This design comes from an exercise in tuning for small area on the open sky130 flow, not from production work. Only simulation tests tie the RTL to the original design; equivalence was not proved. Power and IR drop assume default switching activity.

`flow/run.sh`:
```
#!/bin/bash
# synth_recipe.tcl (not shown) runs the flow's synth.tcl, then flattens the netlist and writes it again
# the make line also repeats each setting of config.mk as NAME=value (left out here)
make -C /OpenROAD-flow-scripts/flow DESIGN_CONFIG=/design/flow/config.mk WORK_HOME=/design/flow/orfs CLKGATE_MAP_FILE= SYNTH_SCRIPT=/design/flow/synth_recipe.tcl finish
```
`flow/config.mk`:
```
export PLATFORM = sky130hd
export DESIGN_NAME = tot6502
export DESIGN_NICKNAME = tot6502
export VERILOG_FILES = /design/flow/design.v
export SDC_FILE = /design/flow/constraint.sdc
export NUM_CORES = 4
export LEC_CHECK = 0
export CAP_MARGIN = 20
export CORE_MARGIN = 2
export CORE_UTILIZATION = 40
export SLEW_MARGIN = 20
```
`flow/constraint.sdc`:
```
create_clock -name core_clock -period 8.5 [get_ports {clk}]
set_input_delay 1.7000 -clock core_clock [delete_from_list [all_inputs] [get_ports {clk}]]
set_output_delay 1.7000 -clock core_clock [all_outputs]
set_load 0.01 [all_outputs]
```
`flow/design.v`:
```
module tot6502(
	input  clk,
	input  enable,
	input  [7:0]dati,
	output reg[7:0]dato,
	output [15:0]addr,
	output rw,
	input  rst_n,
	input  irq_n,
	input  nmi_n,
	input  rdy
);
	reg [7:0]a, x, y, sp;
	reg fn, fv, fd, fi, fz, fc;             
	reg [15:0]pc;
	reg [15:0]oaddr;
	reg [7:0]inst;
	reg [2:0]tctr;
	reg [7:0]tmp;
	reg s_oadr, s_wren, s_wror;
	reg pb;
	reg [1:0]nmi_st;
	reg [1:0]nmi_tg;
	reg [1:0]irq_st;
	reg [1:0]brk_v;                          
	reg brk_flag;
	reg nmi_n_st;
	wire [2:0]ia = inst[7:5];
	wire [2:0]ib = inst[4:2];
	wire [1:0]ic = inst[1:0];
	wire t0 = tctr == 0;
	wire t1 = tctr == 1;
	wire t2 = tctr == 2;
	wire t3 = tctr == 3;
	wire t4 = tctr == 4;
	wire t5 = tctr == 5;
	wire t6 = tctr == 6;
	wire c0 = ic == 0;
	wire ia45 = ia[2:1] == 2;
	wire zy = ic[1] & ia45;
	wire m_indx = ib == 0 & ic[0];
	wire m_imm  = (ib == 0 & !ic[0] & (ic[1] | ia[2])) | (ib == 2 & ic[0]);
	wire m_zpg  = ib == 1;
	wire m_abs  = ib == 3 & !(c0 & ia == 3);
	wire m_rel  = ib == 4 & c0;
	wire m_indy = ib == 4 & !c0;
	wire m_zpgx = ib == 5 & !zy;
	wire m_zpgy = ib == 5 & zy;
	wire m_absy = (ib == 6 & ic[0]) | (ib == 7 & zy);
	wire m_absx = ib == 7 & !zy;
	wire m_imp2 = (ib == 2 & !ic[0] & (ic[1] | ia[2])) | (ib == 6 & !ic[0]);
	wire m_absxy = m_absx | m_absy;
	wire i_jmp_ind	= inst == 8'h6C;
	wire i_jmp_abs	= inst == 8'h4C;
	wire i_jsr		= inst == 8'h20;
	wire i_rts		= inst == 8'h60;
	wire i_rti		= inst == 8'h40;
	wire i_brk		= inst == 8'h00;
	wire i_php		= inst == 8'h08;
	wire i_pha		= inst == 8'h48;
	wire i_plp		= inst == 8'h28;
	wire i_pla		= inst == 8'h68;
	wire i_push		= i_php | i_pha;
	wire i_pull		= i_plp | i_pla;
	wire i_bra		= m_rel;
	wire i_shy		= inst == 8'h9C;
	wire i_shx		= inst == 8'h9E;
	wire i_sta		= ia == 4 & ic[0];
	wire i_stx		= ia == 4 & ic[1] & ib != 2 & ib != 6;
	wire i_sty		= ia == 4 & c0 & ib[0];
	wire i_bit		= ia == 1 & c0 & (ib == 1 | ib == 3);
	wire i_ldy		= ia == 5 & c0 & (ib[0] | ib == 0);
	wire i_cpxy		= ia[2:1] == 3 & c0 & (ib == 0 | ib == 1 | ib == 3);
	wire i_lda		= ia == 5 & ic[0];
	wire i_ldx		= ia == 5 & ic[1] & ib != 2 & ib != 6;
	wire i_spec		= ib == 2 & ic == 3;               
	wire ldm_act	= ic[1] & (ib[0] | (ic[0] & ib != 2)) & !ia45;
	wire bra_f =
	ia[2:1] == 0 ? fn :
	ia[2:1] == 1 ? fv :
	ia[2:1] == 2 ? fc : fz;
	wire bra = bra_f == ia[0];
	wire exec =
	(m_zpg & t2) |
	((m_abs | m_zpgx | m_zpgy) & t3) |
	(m_absxy & (pb ? t4 : t3)) |
	(m_indx & t5) |
	(m_indy & (pb ? t5 : t4));
	wire op_rdy = exec | (m_imm & t1);
	wire [2:0]ldm_k =
	m_zpg ? 3'd2 :
	m_absxy ? 3'd4 :
	(m_indx | m_indy) ? 3'd5 : 3'd3;
	wire ldm_wre = tctr == ldm_k;
	wire ldm_dle = tctr == ldm_k + 3'd1;
	wire ldm_end = tctr == ldm_k + 3'd2;
	wire [8:0]aadd;
	wire bra_pb = aadd[8] ^ tmp[7];
	wire op_end =
	ldm_act				? ldm_end :
	i_bra 				? (t1 & !bra) | (t2 & !bra_pb) | t3 :
	i_sta 				? (m_indy ? t5 : m_absxy ? t4 : op_rdy) :
	i_shy | i_shx		? t4 :
	m_imp2				? t1 :
	i_push | i_jmp_abs	? t2 :
	i_pull				? t3 :
	i_jmp_ind			? t4 :
	i_jsr | i_rti | i_rts	? t5 :
	i_brk					? t6 :
	op_rdy;
	wire nmi_req 		= nmi_tg[0] != nmi_tg[1];
	wire irq_req 		= irq_st[1] == 0 & fi == 0;
	wire ie_req  		= nmi_req | irq_req;
	assign addr[15:0] = s_oadr ? oaddr[15:0] : pc[15:0];
	assign rw 			= !(s_wren | (s_wror & op_end));
	wire en = enable & (rdy | !rw);
	wire e_t1  = t1;
	wire e_end = op_end;
	wire e_dle = ldm_act & ldm_dle;
	wire o_dey = inst == 8'h88;
	wire o_iny = inst == 8'hC8;
	wire o_inx = inst == 8'hE8;
	wire o_dex = inst == 8'hCA;
	wire o_tya = inst == 8'h98;
	wire o_txa = inst == 8'h8A;
	wire o_tay = inst == 8'hA8;
	wire o_tax = inst == 8'hAA;
	wire o_tsx = ia == 5 & ic[1] & ib == 6;      
	wire o_txs = inst == 8'h9A;
	wire o_sha = ic == 2 & ib == 2 & !ia[2];     
	wire o_flg = ib == 6 & c0;                   
	wire u_sub	= (ia == 7 | ia == 6);            
	wire alu_grp	= ic[0] & !ia45 & !i_spec;   
	wire x_alu	= alu_grp & e_end;
	wire x_spec	= i_spec & t1;                
	wire x_ld	= (i_lda | i_ldx | i_ldy) & op_rdy;
	wire x_cp	= i_cpxy & op_rdy;
	wire x_bit	= i_bit & op_rdy;
	wire x_pla	= i_pla & t3;
	wire [7:0]opnd = ic[1] & ib != 2 ? dato : dati;
	reg [7:0]aa_in;
	reg [7:0]ab_in;
	reg ac_in;
	always @* begin
		aa_in = a;
		ab_in = 8'h00;
		ac_in = 0;
		if(e_dle) begin
			aa_in = dato;
			ab_in = ia[0] ? 8'h00 : 8'hff;               
			ac_in = ia[0];
		end else if(x_cp) begin
			aa_in = ia[0] ? x : y;
			ab_in = ~dati;
			ac_in = 1;
		end else if(i_spec) begin                       
			aa_in = ia[0] ? a : (a & x);
			ab_in = ~dati;
			ac_in = ia[0] ? fc : 1'b1;
		end else if(alu_grp) begin
			ab_in = u_sub ? ~opnd : opnd;
			ac_in = ia == 6 ? 1'b1 : fc;
		end else if(o_dey | o_iny) begin
			aa_in = y;
			ab_in = o_dey ? 8'hff : 8'h00;
			ac_in = o_iny;
		end else if(o_dex | o_inx) begin
			aa_in = x;
			ab_in = o_dex ? 8'hff : 8'h00;
			ac_in = o_inx;
		end else if(o_tya | i_sty) begin
			aa_in = y;
		end else if(o_txa | o_txs | i_stx) begin
			aa_in = i_sta ? (a & x) : x;
		end else if(o_tsx) begin
			aa_in = sp;
		end
	end
	wire [8:0]sum = aa_in + ab_in + ac_in;
	wire [7:0]and_v = a & opnd;
	wire [7:0]lg =
	(ia == 0 & !i_spec) ? a | opnd :
	(ia == 2 & !i_spec & !x_bit) ? a ^ opnd : and_v;
	wire [7:0]sh_src = e_dle ? dato : i_spec ? and_v : a;
	wire sh_in = ia[0] & fc;
	wire [7:0]shv = ia[1] ? {sh_in, sh_src[7:1]} : {sh_src[6:0], sh_in};
	wire sh_c = ia[1] ? sh_src[0] : sh_src[7];
	wire sel_sh = (e_dle & ia[2:1] != 3) | (e_t1 & o_sha) | (x_spec & (ia == 2 | ia == 3));
	wire sel_lg = x_bit | (x_alu & ia[2:1] == 0) | (x_alu & ia == 2) | (x_spec & ia[2:1] == 0);
	wire sel_di = x_ld | x_pla;
	wire [7:0]res =
	sel_di ? dati :
	sel_sh ? shv :
	sel_lg ? lg : sum[7:0];
	wire we_a =
	(x_alu & ia != 6) | (x_spec & ia != 4 & ia != 6) | (x_ld & i_lda) | x_pla |
	(e_t1 & (o_tya | o_txa | o_sha));
	wire we_x =
	(x_ld & (i_ldx | inst == 8'hAB)) | (x_spec & ia == 6) |
	(e_t1 & (o_inx | o_dex | o_tax | o_tsx));
	wire we_y = (x_ld & i_ldy) | (e_t1 & (o_iny | o_dey | o_tay));
	wire we_zn =
	x_alu | (x_spec & ia != 4) | x_ld | x_pla | x_cp | x_bit | e_dle |
	(e_t1 & (o_inx | o_dex | o_iny | o_dey | o_tax | o_tay | o_tsx | o_tya | o_txa | o_sha));
	wire tr_a = o_tay | o_tax;
	wire n_res = x_bit ? dati[7] : res[7];
	wire z_res = res == 0;
	wire aa_bra = i_bra & t2;
	wire aa_brh = i_bra & t3;
	wire aa_hi  = !i_bra & (t3 | t4);            
	wire [7:0]ad_a =
	aa_bra ? pc[7:0] :
	aa_brh ? pc[15:8] :
	aa_hi ? oaddr[15:8] :
	t2 & !m_indy ? oaddr[7:0] : dati;
	wire [7:0]ad_b =
	aa_bra ? tmp :
	aa_brh ? {8{tmp[7]}} :
	aa_hi ? 8'h00 :
	(m_indx | m_zpgx | m_absx) ? x : y;
	wire ad_c = (aa_brh & !tmp[7]) | aa_hi;
	assign aadd = ad_a + ad_b + ad_c;
	wire lo_dec = i_jsr | i_push | (i_brk & !t5);
	wire [7:0]lo_id = oaddr[7:0] + (lo_dec ? 8'hff : 8'h01);
	wire [15:0]pc_inc = pc + 1;
	always @(posedge clk)
	if(enable)
	begin
		nmi_n_st <= nmi_n;
	end
	always @(posedge clk)
	if(!rst_n)
	begin
		inst 			<= 8'h00;
		brk_v			<= 2;
		fi				<= 0;
		fn				<= 0;
		fv				<= 0;
		fd				<= 0;
		fz				<= 0;
		fc				<= 0;
		tctr 	   	<= 1;
		nmi_tg		<= 0;
		nmi_st		<= 0;
		brk_flag		<= 0;
		s_oadr		<= 0;
		s_wren		<= 0;
		s_wror		<= 0;
	end
		else
	if(en)
	begin
		nmi_st[1:0] <= {nmi_st[0], nmi_n_st};
		irq_st[1:0] <= {irq_st[0], irq_n};
		if(nmi_st[1:0] == 2'b10)
			nmi_tg[0] <= !nmi_tg[1];
		if(t0)
		begin
			inst		<= ie_req ? 8'h00 : dati;
			brk_flag	<= !ie_req;
			brk_v		<= (ie_req & nmi_req) ? 2'd1 : 2'd3;
			if(ie_req & nmi_req)
				nmi_tg[1] <= nmi_tg[0];
		end
		if((t0 & !ie_req) | (t1 & !((ib == 0 & c0 & !ia[2] & ia != 1) | ((ib == 2 | ib == 6) & !ic[0]))) |
			(t2 & (m_abs | m_absxy)) | (i_rts & t5) | (i_brk & t1 & brk_flag))
			pc <= pc_inc;
		if((i_jmp_ind & t4) | (i_jmp_abs & t2) | (i_jsr & t5) | (i_rts & t4) | (i_rti & t5) | (i_brk & t6))
			pc <= {dati, tmp};
		if(aa_bra)
			pc[7:0] <= aadd[7:0];
		if(aa_brh)
			pc[15:8] <= aadd[7:0];
		if(t1 & (m_indx | m_indy | m_zpg | m_zpgx | m_zpgy))
			oaddr <= {8'h00, dati};
		if(t1 & i_jmp_ind)
			oaddr[7:0] <= dati;
		if(t2 & i_jmp_ind)
			oaddr[15:8] <= dati;
		if(t2 & (m_indx | m_zpgx | m_zpgy))
			oaddr[7:0] <= aadd[7:0];
		if((t3 & (m_indx | i_jmp_ind | i_jsr | i_rts | i_rti | i_brk)) |
			(t2 & (m_indy | i_rts | i_rti | i_brk | i_pull)) |
			(t4 & (i_rti | i_jsr)) | (t5 & i_brk))
			oaddr[7:0] <= lo_id;
		if((t4 & m_indx) | (t3 & m_indy) | (t2 & (m_abs | m_absxy)))
			oaddr <= {dati, tmp};
		if(((t4 & m_indy) | (t3 & m_absxy)) & pb)
			oaddr[15:8] <= aadd[7:0];
		if(t1 & (i_jsr | i_rts | i_rti | i_brk | i_push | i_pull))
			oaddr <= {8'h01, sp};
		if(t4 & i_brk)
			oaddr <= {12'hfff, 1'b1, brk_v, 1'b0};
		if(t3 & (i_shx | i_shy))
			oaddr[15:8] <= (i_shx ? x : y) & aadd[7:0];
		if((t1 & (m_absxy)) | (t2 & m_indy))
			{pb, tmp} <= aadd;
		if((t3 & (m_indx | i_jmp_ind | i_rts)) | (t1 & (m_abs | i_jsr | i_bra)) | (t4 & i_rti) | (t5 & i_brk))
			tmp <= dati;
		if(t2 & i_push)
			sp <= lo_id;
		if(t2 & i_pull)
			sp <= lo_id;
		if((t3 & i_rts) | (t4 & i_rti))
			sp <= lo_id;
		if(t4 & i_brk)
			sp <= lo_id;
		if(t5 & i_jsr)
			sp <= oaddr[7:0];
		if(t1 & o_txs)
			sp <= x;
		if(t1 & (m_indx | m_indy | m_zpg | m_zpgx | m_zpgy | i_jsr | i_rts | i_rti | i_brk | i_push | i_pull) |
			t2 & (m_abs | m_absxy | i_jmp_ind))
			s_oadr <= 1;
		if(t4 & (i_jsr | i_rts))
			s_oadr <= 0;
		if((ldm_act & ldm_wre) | (t2 & i_jsr) | (t1 & i_push) | (t1 & i_brk & brk_v != 2))
			s_wren <= 1;
		if(t4 & (i_jsr | i_brk))
			s_wren <= 0;
		if((t1 & (i_sty | i_sta | i_stx)) | (t3 & (i_shx | i_shy)))
			s_wror <= 1;
		if(ldm_act & ldm_wre)
			dato <= dati;
		if(t1 & (i_sta | i_stx | i_sty | i_pha))
			dato <= sum[7:0];
		if(e_dle)
			dato <= res;
		if((t2 & i_jsr) | (t1 & i_brk & !brk_flag))
			dato <= pc[15:8];
		if(t1 & i_brk & brk_flag)
			dato <= pc_inc[15:8];
		if((t3 & i_jsr) | (t2 & i_brk))
			dato <= pc[7:0];
		if((t1 & i_php) | (t3 & i_brk))
			dato <= {fn, fv, 1'b1, brk_flag | i_php, fd, fi, fz, fc};
		if(t3 & (i_shx | i_shy))
			dato <= (i_shx ? x : y) & aadd[7:0];
		if(we_a)
			a <= res;
		if(we_x)
			x <= res;
		if(we_y)
			y <= res;
		if(we_zn) begin
			fz <= z_res;
			fn <= n_res;
		end
		if((x_alu & ia[1:0] == 3) | (x_alu & ia[2:1] == 3) | x_cp | (x_spec & (ia == 6 | ia == 7)))
			fc <= sum[8];
		if(e_dle & ia[2:1] != 3 | (e_t1 & o_sha) | (x_spec & ia == 2))
			fc <= sh_c;
		if(x_spec & (ia[2:1] == 0 | ia == 3))
			fc <= and_v[7];
		if((x_alu & (ia == 3 | ia == 7)) | (x_spec & ia == 7))
			fv <= (a[7] ^ sum[7]) & (dati[7] ^ sum[7] ^ ia[2]);
		if(x_spec & ia == 3)
			fv <= and_v[7] ^ and_v[6];
		if(x_bit)
			fv <= dati[6];
		if(e_t1 & o_flg & ia != 4)
		case(ia[2:1])
			0: fc <= ia[0];
			1: fi <= ia[0];
			2: fv <= 0;
			3: fd <= ia[0];
		endcase
		if(t3 & i_brk)
			fi <= 1;
		if((t3 & (i_plp | i_rti)))
			{fn, fv, fd, fi, fz, fc} <= {dati[7:6], dati[3:0]};
		if(op_end)
		begin
			s_oadr <= 0;
			s_wren <= 0;
			s_wror <= 0;
			tctr <= 0;
		end
			else
		if(tctr != 7)
			tctr <= tctr + 1;
	end
endmodule
```
==> results.yml <==
synth:
  post-synth-top-count-cell: "sky130_fd_sc_hd__nand2_1"
  register_bit_total_from_synthesis: 111
  synthFlopType: "sky130_fd_sc_hd__edfxtp_1"
  postSynthAreaPerCell_um2: 7.74
  synth-async-reset-ratio: 0
  netlist-cell-type-count: 88
  yosys-top-cells-area: "sky130_fd_sc_hd__edfxtp_1 22%, sky130_fd_sc_hd__o21ai_0 6.4%, sky130_fd_sc_hd__a21oi_1 6.0%"
  synth.cells.most_frequent: "168 x sky130_fd_sc_hd__nand2_1, 161 x sky130_fd_sc_hd__nor2_1, 147 x sky130_fd_sc_hd__o21ai_0"
  synth_area_mm2: 0.0114
  synth_edf_count: 84
  post-synth-top-area-fraction: 0.221
  yosys_warnings: 1
  synth.net_count: 1536
  synth.largest_area_cell: "sky130_fd_sc_hd__edfxtp_1"
  synth_seq_area_share: 0.268
  postSynthCellCount: 1474
finish:
  layout.filler_cells: 2866
  design_area_mm2: 0.0125
  drive_gt1_frac: 0.0960
  fin_nets: 1526
  syn2layout_area_growth_pct: 9.79
cts:
  cts_resized: 0
  cts.sinks: 111
  clkTransAtPathRegs_ps: 70
  number_of_buffers_inserted_during_clock_tree_synthesis: 9
  ctsRootBufferMaster: "sky130_fd_sc_hd__clkbuf_16"
  clock_insertion_delay_worst_skew_ps: 380
  cts-hold-fix-buffers: 0
  cts.path.max_buffers: 2
  cts_tree: "built"
  cts_h_tree_depth: 3
  cts_setup_buffers: 0
worst_setup_path:
  cp_max_fo: 3
  worstPathCellList: "clkdlybuf4s50_1 -> mux2i_1 -> nor2_1 -> a21oi_1 -> nor2_1 -> a21oi_1 -> o21ai_0 -> fa_1 -> inv_1 -> fa_1 -> nor2b_1 -> o31a_1 -> o22a_1 -> mux2i_1 -> nand2_1 -> nor3_1 -> inv_1 -> a21oi_1 -> clkdlybuf4s50_1"
  setup.worst_path.start: "dati[0]"
  critPathCaptureType: "output pin"
  critPathMostFrequentCell: "sky130_fd_sc_hd__a21oi_1"
  required_ps: 6800
  critPathTopFamily: "buffers and inverters"
  worstSetupPathType: "in -> out"
  regToRegStartpoint: "tctr[2]"
  critical_path_arrival_ps: 5830
  timing.critical_path.slowest_cell_delay_ps: 590
  count_of_buffer_and_inverter_cells_on_the_critical_path: 4
  rrSetupSlack_ps: 1600
  crit_path_top_delay_cell: "sky130_fd_sc_hd__clkdlybuf4s50_1"
  critical_path.reg2reg.endpoint: "dato[5]"
  reg2reg_depth: 22
  crit_path_start_kind: "input port"
placed_design:
  routabilityCongestion: 1.01
  numPortBuffers: 38
  dpl_cell_area_mm2: 0.0122
  post_dp_hpwl_mm: 39.7
timing:
  unrepaired_setup_endpoints_after_global_routing: "false"
  timing_worst_slew_pin_value_ps: 1190
  finalCriticalPeriod_ps: 7530
  clock_skew_ps: 12.7
  timing.final.crit_share: 0.886
  finalHoldViolations: 0
  fmax_ghz: 0.133
  max-slew-margin-rel: 0.199
  setup-violations-final: 0
  setup_tns_ps: 0
  finalMaxSlewViolations: 0
grt:
  grt_use_total: 0.349
  grt_start_max_net_pins: 49
  global_route.overflow_total: 0
  grt_pass1_wl_mm: 78.6
  vias_in_the_first_global_route: 11600
  grt_antenna_before_repair: 3
floorplanning:
  die_width_um: 173
  core-area_mm2: 0.0279
  die-height_um: 173
  core.rowCount: 61
  top_level_ports: 39
  initial_core_util: 0.409
  fp.dieArea_mm2: 0.0299
routing:
  ant_nets: 0
  drt_first_pass_iters: 7
  initialDrtViolationCount: 1829
  remaining_routing_drc_violations: 0
  wl_mm: 53.2
  vias: 12400
  detail_route.wl_per_cell_um: 28.8
  viasPerCell: 6.71
min_path:
  worst_hold_path_stage_count: 0
  hp-class: "reg -> reg"
  whs_endpoint: "irq_st[1]"
  worst_hold_startpoint: "irq_st[0]"
power:
  power_density_mw_per_mm2: 108
  power.ir.vdd_worst_mv: 0.121
  power.leakage_nw: 4.73
job:
  drv.max_cap_violation_count: 0
outcome:
  run_status: "finished clean"
==> registers in the layout (all words and copies together) (netlist names), 3 cells and up <==
register,cells
oaddr,16
pc,16
a,8
dato,8
inst,8
sp,8
tmp,8
x,8
y,8
tctr,3
==> logic make-up (layout without fill, tap and decap cells) <==
family,count (synthesis),count (layout),synth area share
flops,111,111,0.268
mux,111,111,0.105
fa+ha+maj,48,48,0.0559
compound gates,506,506,0.279
xor+xnor,40,40,0.0307
buf+inv,160,155,0.0566
simple gates,498,498,0.204
other cells,0,1,0
==> through the flow <==
stage | std cells | worst slack, ps | utilization | hold WS, ps | power [W]
final | 1848 | 971 | 0.449 | 436 | 0.00135
after global routing | 1847 | 545 | 0.448 | 465 | 0.00139
after CTS | 1847 | 1060 | 0.448 | 446 | 0.00134
after detailed placement | 1831 | 1090 | 0.437 | 414 | 0.000879
after global placement | 1831 | 1090 | 0.437 | 418 | 0.000880
after floorplan | 1474 | 2110 | - | 400 | 0.000769
==> layout by cell type, fill, tap and decap left out, types with 7 or more instances in the layout <==
cell type                         netlist  layout
sky130_fd_sc_hd__nand2_1              168     168
sky130_fd_sc_hd__nor2_1               161     161
sky130_fd_sc_hd__o21ai_0              147     146
sky130_fd_sc_hd__a21oi_1              136     136
sky130_fd_sc_hd__edfxtp_1              84      84
sky130_fd_sc_hd__mux2i_1               65      65
sky130_fd_sc_hd__buf_4                  2      50
sky130_fd_sc_hd__inv_1                 48      48
sky130_fd_sc_hd__mux2_2                43      43
sky130_fd_sc_hd__ha_1                  43      43
sky130_fd_sc_hd__clkdlybuf4s50_1        0      38
sky130_fd_sc_hd__nand3_1               35      35
sky130_fd_sc_hd__o211ai_1              30      30
sky130_fd_sc_hd__a31oi_1               28      28
sky130_fd_sc_hd__xnor2_1               27      27
sky130_fd_sc_hd__dfxtp_1               27      26
sky130_fd_sc_hd__nor3_1                26      25
sky130_fd_sc_hd__o22ai_1               23      23
sky130_fd_sc_hd__nor2b_1               16      16
sky130_fd_sc_hd__nand2b_1              16      16
sky130_fd_sc_hd__a22oi_1               16      16
sky130_fd_sc_hd__xor2_1                13      13
sky130_fd_sc_hd__a221oi_1              13      13
sky130_fd_sc_hd__a21o_1                12      12
sky130_fd_sc_hd__and3_1                12      12
sky130_fd_sc_hd__a211oi_1              12      11
sky130_fd_sc_hd__and2_1                10      10
sky130_fd_sc_hd__o21a_1                 9       9
sky130_fd_sc_hd__clkbuf_16              0       9
sky130_fd_sc_hd__o21bai_1               8       8
sky130_fd_sc_hd__nor4_1                 9       7
sky130_fd_sc_hd__or3_1                  7       7
sky130_fd_sc_hd__o2111ai_1              7       7
sky130_fd_sc_hd__o31ai_1                7       7
==> power by group <==
part,switching (W),leakage [nW],internal [W]
registers,0.0000108,0.983,0.000590
logic,0.000182,3.59,0.0000965
clock network,0.000236,0.154,0.000237
==> area by class of cell <==
type,count,area [um^2],share of cell area
clock buffers,9,225,0.0180
flip-flops and latches,111,3060,0.245
repair buffers,88,756,0.0603
well taps,378,473,0.0377
diodes,1,2.50,0.000200
clock inverters,7,87.6,0.00699
inverters,51,191,0.0153
multi-input cells,1203,7730,0.617
==> per-layer routing <==
| layer | GRT usage | wire (um) | vias up |
|---|---|---|---|
| li1 | - | - | 5455 |
| met1 | 0.474 | 21700 | 5996 |
| met2 | 0.526 | 22700 | 794 |
| met3 | 0.0781 | 5950 | 162 |
| met4 | 0.165 | 2840 | 2 |
| met5 | 0 | 13 | - |
==> worst max-delay path by stage <==
stage / endpoint / slack (ps) / cells past startpoint
after global routing: rw / 540 / 22
final: rw / 970 / 19
after CTS: rw / 1060 / 19
after detailed placement: rw / 1090 / 19
after global placement: rw / 1090 / 19
after floorplan: rw / 2110 / 18

-- separate check: timing with driven ports --
The flow's constraints put no driver on any port. The routed layout listed below was extracted and timed again, unchanged, in two steps.
Step 1: set_driving_cell puts a clkbuf_16 on clk and a buf_2 on each other input, an assumption about the parent block.
Step 2 times the ports against the registers' clock, not the clock port: input delays grow and output delays shrink by t, the midpoint of the rising clock arrivals with the driver on.
a / b / c = no drivers / after step 1 / after step 2; a / b = the first two.
t, ns: 0.423
setup slack, ns: 0.971 / 0.914 / 0.914
hold slack, ns: 0.436 / 0.436 / 0.436
latest minus earliest clock arrival (ns): 0.013 / 0.013
worst register clock-pin slew, ns: 0.09 / 0.09
After both steps this run still meets setup and hold. The setup slack of this run moves by -0.057 ns with the drivers and by -0.057 ns with both steps.
